This is an optimization exercise on Yosys and OpenROAD, whose aim is small area, not a production implementation. RTL that was checked went through simulation tests only; none was proved equivalent to the original. No driver is modelled on the clock port, so clocking that relies on it looks cheaper here than on a real chip. No activity file was given, so power comes from the tool's default toggle rates.

before:
==> flow/design.v <==
module top(
    input  logic        clk,
    input  logic        SW,          
    input  logic [63:0] pattern,     
    output logic        _48b         
);
    logic reset;
    assign reset = ~SW;
    logic [63:0] ra, ry;             
    logic [5:0]  d;                  
    logic        tpar;               
    logic        pol;
    logic        fresh;
    logic        inpass;             
    logic [9:1]  L;                  
    logic        E;                  
    logic [7:0]  R0;                 
    assign pol = ~tpar;
    logic ld;
    assign ld = reset & fresh;
    logic a0, a1, a7, a8, a9, a15;
    assign a0  = ra[0]  ^ pol;
    assign a1  = ra[1]  ^ pol;
    assign a7  = ra[7]  ^ pol;
    assign a8  = ra[8]  ^ pol;
    assign a9  = ra[9]  ^ pol;
    assign a15 = ra[15] ^ pol;
    logic h_alive;                   
    logic t1, t7, t8, t9, t15;       
    assign h_alive = a0  & (ry[0]  | fresh);
    assign t1      = a1  & ry[1];
    assign t7      = a7  & ry[7];
    assign t8      = a8  & ry[8];
    assign t9      = a9  & ry[9];
    assign t15     = a15 & ry[15];
    logic c0, c7, r0, r7;
    assign c0 = (d[2:0] == 3'd0);
    assign c7 = (d[2:0] == 3'd7);
    assign r0 = (d[5:3] == 3'd0);
    assign r7 = (d[5:3] == 3'd7);
    logic cl1, cl2, cr1, cr2, cm;
    assign cl1 = c0 ? t7 : L[9];
    assign cl2 = r7 ? R0[0] : (c0 ? t15 : t7);
    assign cr1 = c7 ? E : t1;
    assign cr2 = r7 ? R0[6] : (c7 ? t1 : t9);
    assign cm  = r7 ? R0[7] : t8;
    logic u0, u1, b0, b1, s0, s1, z0, z1, one;
    assign {u1, u0} = L[1] + cl1 + cl2;
    assign {b1, b0} = L[7] + cr1 + cr2;
    assign {s1, s0} = L[8] + cm;
    assign {z1, z0} = u0 + b0 + s0;
    assign one = ((z1 ^ u1) & ~(b1 | s1)) | ((b1 ^ s1) & ~(z1 | u1));
    logic h_dead1, h_dead2, new_alive, new_a, new_y;
    assign h_dead1   = ~a0 & ry[0];
    assign h_dead2   = a0 & ~ry[0];
    assign new_alive = one & (z0 | h_alive);
    assign new_a     = new_alive | h_dead1;
    assign new_y     = new_alive | h_alive;
    always_ff @(posedge clk) begin
        for (int k = 0; k < 63; k++)
            ra[k] <= ~((ld | ra[k+1]) & (SW | pattern[k]));
        ra[63] <= ~((ld | (inpass ? new_a ^ pol : ra[0])) & (SW | pattern[63]));
        ry <= {inpass ? new_y : fresh ? a0 : ry[0], ry[63:1]};
        L  <= {L[8:1], h_alive};
        if (c0) E <= L[8];
        R0 <= {R0[6:0], r0 ? h_alive : R0[7]};
    end
    logic [2:0] m;
    logic       sh, sd;
    logic [4:0] w;
    logic       idle;                
    logic [2:0] blk;
    logic       N, CB;
    logic mend, we, wlast, slot_end, half_end, frame_end, idle_end, enter_gap;
    assign mend      = m[2] & ~m[1];
    assign we        = mend & ~sh & ~sd;
    assign idle      = ~(blk[2] & blk[1]);
    assign wlast     = we & (w == 5'd31);
    assign slot_end  = wlast & ~idle;
    assign half_end  = wlast & (d[4:0] == 5'd0);
    assign frame_end = slot_end & half_end & blk[0];
    assign idle_end  = wlast & blk[2] & ~blk[1];
    assign enter_gap = (slot_end & ~frame_end) | idle_end;
    logic restart;
    assign restart = idle_end | reset;
    always_ff @(posedge clk) begin
        m <= reset ? 3'b011 : enter_gap ? 3'b110 : {m[1], m[0], ~(m[2] | m[1])};
        if (reset) begin
            sh <= 1'b0; sd <= 1'b0;
        end else if (mend) begin
            sh <= ~sh & ~sd & ~enter_gap;
            sd <= sh;
        end
        w <= (reset | enter_gap) ? 5'd7 : w + {4'd0, we};
        blk <= restart ? 3'd6 : blk + {2'd0, (wlast & idle) | half_end};
        d <= reset ? 6'd63 : d + {5'd0, ~enter_gap};
        tpar <= ~(reset | tpar);
    end
    always_ff @(posedge clk) begin
        if (reset) begin
            inpass <= 1'b0; fresh <= 1'b1;
        end else begin
            if (d == 6'd63) inpass <= (blk == 3'd0) & (w[4:2] == 3'b001);
            if (wlast) fresh <= 1'b0;
        end
    end
    logic n_in;
    always_comb begin
        case (w[4:3])
            2'd1: n_in = h_dead2;        
            2'd2: n_in = h_dead1;        
            2'd3: n_in = t1;             
            default: n_in = h_alive;     
        endcase
    end
    always_ff @(posedge clk) begin
        if (d == 6'd63) N <= n_in;
        if (we && w[2:0] == 3'd7) CB <= N;
    end
    assign _48b = ~idle & (sh | (sd & CB));
endmodule
export LEC_CHECK = 0
export CAP_MARGIN = 20
export CORE_MARGIN = 2
export CORE_UTILIZATION = 40
export SLEW_MARGIN = 20
create_clock -name core_clock -period 10.0 [get_ports {clk}]
standard.sh (not shown) runs the stock make flow with config.mk's settings and CLKGATE_MAP_FILE= SYNTH_SCRIPT=/design/flow/synth_recipe.tcl, a recipe that flattens the netlist after the stock synthesis.
==> flow/flow/run.sh <==
#!/bin/bash
# The standard layout (standard.sh) with these changes:
# - synthesis maps the logic with an area-oriented ABC script
#   (flow/abc_area.script in place of ORFS's abc_speed.script);
# - port buffers are the smallest buffer cell;
# - the clock tree uses small buffers and no dummy loads;
# - after clock tree synthesis, spare setup slack is traded for smaller
#   cells and clock buffers that drive slow edges are upsized
#   (flow/post_cts.tcl);
# - after global routing, large repair buffers are downsized where no slew
#   or capacitance limit is then violated (flow/post_grt.tcl).
set -euo pipefail
here=$(pwd)
rm -rf "$here/scripts_area"
cp -r "$FLOW_HOME/scripts" "$here/scripts_area"
cp "$here/flow/abc_area.script" "$here/scripts_area/abc_speed.script"
SCRIPTS_DIR="$here/scripts_area" bash standard.sh synth > synth.log 2>&1
export BUFFER_PORTS_ARGS="-buffer_cell sky130_fd_sc_hd__buf_1"
export CTS_ARGS="-sink_clustering_enable -repair_clock_nets -dont_use_dummy_load -buf_list sky130_fd_sc_hd__clkbuf_4"
export POST_CTS_TCL="$here/flow/post_cts.tcl"
export POST_GLOBAL_ROUTE_TCL="$here/flow/post_grt.tcl"
bash standard.sh > standard.log 2>&1
Other scripts of this flow, unchanged in this note and not shown: flow/flow/abc_area.script, flow/flow/post_cts.tcl, flow/flow/post_grt.tcl
Input changes introduced in after (baseline for comparison: before):
-- flow/design.v --
<<< before, line 29
    logic t1, t7, t8, t9, t15;       
    assign h_alive = a0  & (ry[0]  | fresh);
    assign t1      = a1  & ry[1];
    assign t7      = a7  & ry[7];
    assign t8      = a8  & ry[8];
    assign t9      = a9  & ry[9];
    assign t15     = a15 & ry[15];
    logic c0, c7, r0, r7;
    assign c0 = (d[2:0] == 3'd0);
>>> after, line 29
    logic t1, t7, t8, t9, t15;       
    assign h_alive = a0  & (ry[0]  | fresh);
    assign t1      = a1  & (ry[1]  | fresh);
    assign t7      = a7  & (ry[7]  | fresh);
    assign t8      = a8  & (ry[8]  | fresh);
    assign t9      = a9  & (ry[9]  | fresh);
    assign t15     = a15 & (ry[15] | fresh);
    logic c0, c7, r0, r7;
    assign c0 = (d[2:0] == 3'd0);
<<< before, line 52
    assign one = ((z1 ^ u1) & ~(b1 | s1)) | ((b1 ^ s1) & ~(z1 | u1));
    logic h_dead1, h_dead2, new_alive, new_a, new_y;
    assign h_dead1   = ~a0 & ry[0];
    assign h_dead2   = a0 & ~ry[0];
    assign new_alive = one & (z0 | h_alive);
    assign new_a     = new_alive | h_dead1;
>>> after, line 52
    assign one = ((z1 ^ u1) & ~(b1 | s1)) | ((b1 ^ s1) & ~(z1 | u1));
    logic h_dead1, h_dead2, new_alive, new_a, new_y;
    assign h_dead1   = ~a0 & ry[0] & ~fresh;
    assign h_dead2   = a0 & ~ry[0] & ~fresh;
    assign new_alive = one & (z0 | h_alive);
    assign new_a     = new_alive | h_dead1;
<<< before, line 61
            ra[k] <= ~((ld | ra[k+1]) & (SW | pattern[k]));
        ra[63] <= ~((ld | (inpass ? new_a ^ pol : ra[0])) & (SW | pattern[63]));
        ry <= {inpass ? new_y : fresh ? a0 : ry[0], ry[63:1]};
        L  <= {L[8:1], h_alive};
        if (c0) E <= L[8];
>>> after, line 61
            ra[k] <= ~((ld | ra[k+1]) & (SW | pattern[k]));
        ra[63] <= ~((ld | (inpass ? new_a ^ pol : ra[0])) & (SW | pattern[63]));
        ry <= {inpass ? new_y : ry[0], ry[63:1]};
        L  <= {L[8:1], h_alive};
        if (c0) E <= L[8];
<<< before, line 100
        if (reset) begin
            inpass <= 1'b0; fresh <= 1'b1;
        end else begin
            if (d == 6'd63) inpass <= (blk == 3'd0) & (w[4:2] == 3'b001);
            if (wlast) fresh <= 1'b0;
        end
    end
>>> after, line 100
        if (reset) begin
            inpass <= 1'b0; fresh <= 1'b1;
        end else if (d == 6'd63) begin
            inpass <= (blk == 3'd0) & (w[4:2] == 3'b001);
            if (inpass) fresh <= 1'b0;
        end
    end
Results
In the reports for after and before, the larger total wire length after detailed routing belongs to before. In the final design statistics, after uses more standard cells in total than before. Compared with before, after shows a largest net degree at the start of global routing that is 1 higher. Against before, after comes in 0.22 ns higher on stage delay of the slowest cell on the critical path. On last weighted congestion value of the routability-driven placer: after sits above before. after reached the end of the flow, and the finished layout is clean on the timing, DRC and antenna checks. A worst setup path endpoint of ra[63] is what before shows, while ra[45] belongs to after. after ended up with in -> reg as its category of the critical setup timing path; before ended up with reg -> reg. Against before, after comes in 0.037 ns lower on slew at the pin with the worst max-slew slack. All-layer global routing usage delta (before -> after): insignificant. after consumes more power than before does. NOTE: multi-input combinational cell area in after falls short of that of before. When after is measured against before, its critical path depth turns out 8 lower. before -> after: share of the final layout cell area in sequential cells flat.


== old ==
// top: RTL as listed in full above, without the edits since
export LEC_CHECK = 0
export CAP_MARGIN = 20
export CORE_MARGIN = 2
export CORE_UTILIZATION = 70
export SLEW_MARGIN = 20
create_clock -name core_clock -period 10.0 [get_ports {clk}]
==> flow/flow/run.sh <==
#!/bin/bash
# The standard layout (standard.sh) with these changes:
# - synthesis maps the logic with an area-oriented ABC script
#   (flow/abc_area.script in place of ORFS's abc_speed.script), with no
#   separate adder mapping (ADDER_MAP_FILE empty);
# - port buffers are the smallest buffer cell;
# - the clock tree uses small buffers and no dummy loads;
# - after clock tree synthesis, spare setup slack is traded for smaller
#   cells and clock buffers that drive slow edges are upsized
#   (flow/post_cts.tcl);
# - after global routing, large repair buffers are downsized where no slew
#   or capacitance limit is then violated (flow/post_grt.tcl).
set -euo pipefail
here=$(pwd)
rm -rf "$here/scripts_area"
cp -r "$FLOW_HOME/scripts" "$here/scripts_area"
cp "$here/flow/abc_area.script" "$here/scripts_area/abc_speed.script"
ADDER_MAP_FILE= SCRIPTS_DIR="$here/scripts_area" bash standard.sh synth > synth.log 2>&1
export BUFFER_PORTS_ARGS="-buffer_cell sky130_fd_sc_hd__buf_1"
export CTS_ARGS="-sink_clustering_enable -repair_clock_nets -dont_use_dummy_load -buf_list sky130_fd_sc_hd__clkbuf_4"
export POST_CTS_TCL="$here/flow/post_cts.tcl"
export POST_GLOBAL_ROUTE_TCL="$here/flow/post_grt.tcl"
bash standard.sh > standard.log 2>&1
Other scripts of this flow, unchanged in this note and not shown: flow/flow/abc_area.script, flow/flow/post_cts.tcl, flow/flow/post_grt.tcl
### old -> new
-- flow/design.v --
<<< old, line 14
    logic        inpass;             
    logic [9:1]  L;                  
    logic        E;                  
    logic [7:0]  R0;                 
    assign pol = ~tpar;
    logic ld;
>>> new, line 14
    logic        inpass;             
    logic [9:1]  L;                  
    logic [7:0]  R0;                 
    logic        CB;                 
    assign pol = ~tpar;
    logic ld;
<<< old, line 42
    assign cl1 = c0 ? t7 : L[9];
    assign cl2 = r7 ? R0[0] : (c0 ? t15 : t7);
    assign cr1 = c7 ? E : t1;
    assign cr2 = r7 ? R0[6] : (c7 ? t1 : t9);
    assign cm  = r7 ? R0[7] : t8;
>>> new, line 42
    assign cl1 = c0 ? t7 : L[9];
    assign cl2 = r7 ? R0[0] : (c0 ? t15 : t7);
    assign cr1 = c7 ? CB : t1;
    assign cr2 = r7 ? R0[6] : (c7 ? t1 : t9);
    assign cm  = r7 ? R0[7] : t8;
<<< old, line 63
        ry <= {inpass ? new_y : fresh ? a0 : ry[0], ry[63:1]};
        L  <= {L[8:1], h_alive};
        if (c0) E <= L[8];
        R0 <= {R0[6:0], r0 ? h_alive : R0[7]};
    end
>>> new, line 63
        ry <= {inpass ? new_y : fresh ? a0 : ry[0], ry[63:1]};
        L  <= {L[8:1], h_alive};
        R0 <= {R0[6:0], r0 ? h_alive : R0[7]};
    end
<<< old, line 71
    logic       idle;                
    logic [2:0] blk;
    logic       N, CB;
    logic mend, we, wlast, slot_end, half_end, frame_end, idle_end, enter_gap;
    assign mend      = m[2] & ~m[1];
>>> new, line 70
    logic       idle;                
    logic [2:0] blk;
    logic       N;
    logic mend, we, wlast, slot_end, half_end, frame_end, idle_end, enter_gap;
    assign mend      = m[2] & ~m[1];
<<< old, line 116
    always_ff @(posedge clk) begin
        if (d == 6'd63) N <= n_in;
        if (we && w[2:0] == 3'd7) CB <= N;
    end
    assign _48b = ~idle & (sh | (sd & CB));
>>> new, line 115
    always_ff @(posedge clk) begin
        if (d == 6'd63) N <= n_in;
        if (inpass) begin
            if (c0) CB <= L[8];
        end else if (we && w[2:0] == 3'd7) CB <= N;
    end
    assign _48b = ~idle & (sh | (sd & CB));
Results
- new reports a higher global-route usage than old does.
- new vs old — combinational power rose about 3%.
- Between new and old, the difference in die area is negligible.
- new vs old — largest net degree at the start of global routing climbed by a few percent
- The higher relative contribution of sequential cells to total power of new and old is in old.
- Higher wire length on met3 among new and old: new
- The final cell count on old is in line with that on new.
- The layout-stage area growth over the synthesis result of old and that of new are within noise of each other.
- [compare] base=old new=new: number of nets produced by synthesis about even, cell area stayed essentially flat, number of nets in the finished design saw little to no change, share of the clock period used by the worst path after layout climbed 7.3 points.
Only the layout flow was run in new; the RTL was not checked for function there.

-- static timing again, ports no longer ideal --
The flow's constraints put no driver on any port. The routed layouts listed below were extracted and timed again, unchanged, in two steps. Step 1 (the two cells are an assumption about what drives the block):
set clk [get_ports {clk}]
set_driving_cell -lib_cell sky130_fd_sc_hd__clkbuf_16 $clk
set_driving_cell -lib_cell sky130_fd_sc_hd__buf_2 [delete_from_list [all_inputs] $clk]
Step 2, shift: input delay + t, output delay - t, t = (earliest + latest rising clock arrival at the registers) / 2. This alone moves slack from input paths to output paths. Slacks: no drivers / after step 1 / after step 2; pairs: no drivers / after step 1.
run	t (ns)	setup slack, ns	latest minus earliest clock arrival (ns)	worst register clock-pin slew, ns
before	0.429	6.514 / 6.514 / 6.285	0.038 / 0.037	0.11 / 0.11
after	0.429	5.931 / 5.940 / 5.511	0.042 / 0.042	0.12 / 0.12
old	0.418	6.627 / 6.627 / 6.235	0.042 / 0.042	0.12 / 0.12
new	0.427	5.895 / 5.898 / 5.471	0.040 / 0.041	0.12 / 0.12
After both steps setup and hold are still met in every run listed. For new, which loses most, drivers alone change the setup slack by +0.003 ns; drivers and shift together by -0.424 ns.
